This design comes from an exercise in tuning for small area and a short achievable clock period on the open sky130 flow, not from production work. The clock port is modelled as an ideal driver, which makes a skipped or thinned clock tree look cheaper than it is; a real chip needs a root buffer or a tree. Power and IR drop assume default switching activity.

// alu
module alu(
             clk_p_i,
             reset_n_i,
             data_a_i,
             data_b_i,
             inst_i,
             data_o
             );
For scale: roughly 820 cells after synthesis, roughly 35 flip-flops.
export LEC_CHECK = 0
export ABC_AREA = 1
export CAP_MARGIN = 20
export CORE_MARGIN = 2
export CORE_UTILIZATION = 40
export CTS_BUF_LIST = sky130_fd_sc_hd__clkbuf_8
export GPL_TIMING_DRIVEN = 0
export SLEW_MARGIN = 20
create_clock -name core_clock -period 30.0 [get_ports {clk_p_i}]
standard.sh (not shown) runs the stock make flow with config.mk's settings and CLKGATE_MAP_FILE= SYNTH_SCRIPT=/design/flow/synth_recipe.tcl, a recipe that flattens the netlist after the stock synthesis.
==> flow/flow/run.sh <==
#!/bin/bash
# Layout flow: the standard ORFS flow (standard.sh) with these changes.
#  1. Synthesis runs ORFS's own synthesis script unchanged, but without the
#     full/half-adder cell map (ADDER_MAP_FILE empty), so that ABC maps the
#     adder logic together with the rest of the logic.
#  2. ABC runs flow/abc_area.script in place of ORFS's area script: the
#     synthesis step uses a copy of ORFS's scripts folder in which only that
#     file is replaced.
#  3. Every port gets a buffer, as in the standard flow, but from
#     flow/buffer_ports.tcl (run before global placement): buf_1 cells on
#     the data inputs and outputs, and buf_4 on the reset input.
#  5. flow/settings.sh may set further ORFS variables for the layout steps
#     (for example a setup slack margin for timing repair).
# Each step's full output goes to a log file in this folder.
set -e
HERE=$(pwd)
rm -rf "$HERE/scripts"
cp -r "$FLOW_HOME/scripts" "$HERE/scripts"
cp "$HERE/flow/abc_area.script" "$HERE/scripts/abc_area.script"
export ADDER_MAP_FILE=
bash standard.sh SCRIPTS_DIR="$HERE/scripts" synth > "$HERE/log_synth.txt" 2>&1
export DONT_BUFFER_PORTS=1
export PRE_GLOBAL_PLACE_TCL="$HERE/flow/buffer_ports.tcl"
export POST_CTS_TCL="$HERE/flow/clock_one_level.tcl"
if [[ -f "$HERE/flow/settings.sh" ]]; then source "$HERE/flow/settings.sh"; fi
bash standard.sh finish > "$HERE/log_finish.txt" 2>&1
Other scripts of this flow, unchanged in this note and not shown: flow/flow/abc_area.script, flow/flow/buffer_ports.tcl, flow/flow/clock_one_level.tcl
The first run produced a clean layout.
Change:
--- a/flow/design.v
+++ b/flow/design.v
@@ -108,61 +108,51 @@
       wire m_43, m_44; assign {m_44,m_43} = m_22 + m_23 + 1'b1;
       wire m_45, m_46; assign {m_46,m_45} = m_24 + ps_2 + pp_3_6;
       wire m_47, m_48; assign {m_48,m_47} = pp_3_7 + 1'b1;
       wire [15:0] mra = {1'b1,m_48,m_46,m_44,m_42,m_40,m_38,m_36,m_34,m_32,m_30,m_28,m_26,m_25,pp_0_1,pp_0_0};
       wire [15:0] mrb = {1'b0,ps_3,m_47,m_45,m_43,m_41,m_39,m_37,m_35,m_33,m_31,m_29,m_27,bn_1,1'b0,bn_0};
       wire [16:0] mc; assign mc[0] = 1'b0;
       genvar q;
       generate for (q = 0; q < 16; q = q + 1) begin : g_fin
         assign {mc[q+1], prod[q]} = mra[q] + mrb[q] + mc[q];
       end endgenerate
       wire    [7:0]    rem;
+      wire    [9:0]    a3;
+      wire    [8:0]    a3c;
+      assign a3[0]  = a[0];
+      assign a3c[1] = 1'b0;
+      genvar q3;
+      generate for (q3 = 1; q3 < 8; q3 = q3 + 1) begin : g_a3
+        assign {a3c[q3+1], a3[q3]} = a[q3] + a[q3-1] + a3c[q3];
+      end endgenerate
+      assign {a3[9], a3[8]} = a[7] + a3c[8];
       wire    [9:0]    a1 = {2'b0, a};
       wire    [9:0]    a2 = {1'b0, a, 1'b0};
-      wire    [9:0]    a3 = a1 + a2;
-      genvar j, i;
+      genvar j;
       generate
         for (j = 1; j <= 4; j = j + 1) begin : g_div
           wire [2*j-1:0] t;
           wire [2*j-1:0] r;
           wire [2*j:0]   d1, d2, d3;
           wire           f1, f2, f3, ge1, ge2, ge3;
           if (j == 1) begin : g_first
             assign t = b[7:6];
           end else begin : g_next
             assign t = {g_div[j-1].r, b[9-2*j:8-2*j]};
           end
-          assign f1 = ~|a1[9:2*j];
-          assign f2 = ~|a2[9:2*j];
-          assign f3 = ~|a3[9:2*j];
-          wire [2*j:0] bw1;
-          assign bw1[0] = 1'b0;
-          for (i = 0; i < 2*j; i = i + 1) begin : g_s1
-            assign d1[i] = t[i] ^ a1[i] ^ bw1[i];
-            assign bw1[i+1] = (~t[i] & a1[i]) | (~t[i] & bw1[i]) | (a1[i] & bw1[i]);
-          end
-          assign d1[2*j] = bw1[2*j];
-          wire [2*j:0] bw2;
-          assign bw2[0] = 1'b0;
-          for (i = 0; i < 2*j; i = i + 1) begin : g_s2
-            assign d2[i] = t[i] ^ a2[i] ^ bw2[i];
-            assign bw2[i+1] = (~t[i] & a2[i]) | (~t[i] & bw2[i]) | (a2[i] & bw2[i]);
-          end
-          assign d2[2*j] = bw2[2*j];
-          wire [2*j:0] bw3;
-          assign bw3[0] = 1'b0;
-          for (i = 0; i < 2*j; i = i + 1) begin : g_s3
-            assign d3[i] = t[i] ^ a3[i] ^ bw3[i];
-            assign bw3[i+1] = (~t[i] & a3[i]) | (~t[i] & bw3[i]) | (a3[i] & bw3[i]);
-          end
-          assign d3[2*j] = bw3[2*j];
+          assign f1 = ({2'b0, a}       < (10'd1 << (2*j)));
+          assign f2 = ({1'b0, a, 1'b0} < (10'd1 << (2*j)));
+          assign f3 = ({2'b0, a} < ((10'd1 << (2*j)) + 10'd2) / 10'd3);
+          assign d1 = {1'b0, t} - {1'b0, a1[2*j-1:0]};
+          assign d2 = {1'b0, t} - {1'b0, a2[2*j-1:0]};
+          assign d3 = {1'b0, t} - {1'b0, a3[2*j-1:0]};
           assign ge1 = f1 & ~d1[2*j];
           assign ge2 = f2 & ~d2[2*j];
           assign ge3 = f3 & ~d3[2*j];
           assign r = ge3 ? d3[2*j-1:0] : ge2 ? d2[2*j-1:0] : ge1 ? d1[2*j-1:0] : t;
         end
       endgenerate
       assign rem = g_div[4].r;
       reg     [15:0]   ALU_d2_w;
       always@ (*)
       begin
           case(inst_d1_r)
- The changed run ran to the end with no violations
- critical path depth shrinks by 39
- clock power shrinks by about 3%
- register-to-register slack improves by 0.36 ns
- total power grows by 11%
- cell area grows by about 5.5%
- global-route usage shrinks by 0.16 points
- count of clock-buffer cells in the layout does not change
- worst setup slack improves by 0.19 ns
- fmax grows by 2.8%
No functional check of the RTL was part of any run of this note.

==> afterwards: timing with drivers on the ports <==
The flow's constraints put no driver on any port. The routed layouts listed below were extracted and timed again, unchanged, in two steps.
Step 1, drivers: a clkbuf_16 drives clk_p_i and a buf_2 each remaining input, both assumed.
Step 2 moves the port delays by t, midway between the first and last clock arrival at a register: inputs arrive t later, outputs are due t later. That takes back most of the time a late clock gives input paths.
a / b / c = ideal ports / drivers / drivers and shift; a / b = the first two.
| run | t, ns | setup WS [ns] | hold slack, ns | worst setup path after step 2 | pins driven straight from the clock port |
|---|---|---|---|---|---|
| the first run | 0.197 | 23.175 / 23.175 / 23.175 | 0.781 / 0.781 / 0.781 | register to register | 4 |
| the second run | 0.204 | 23.364 / 23.288 / 23.492 | 0.692 / 0.692 / 0.692 | register to output | 4 |
After both steps every run listed still meets setup and hold.
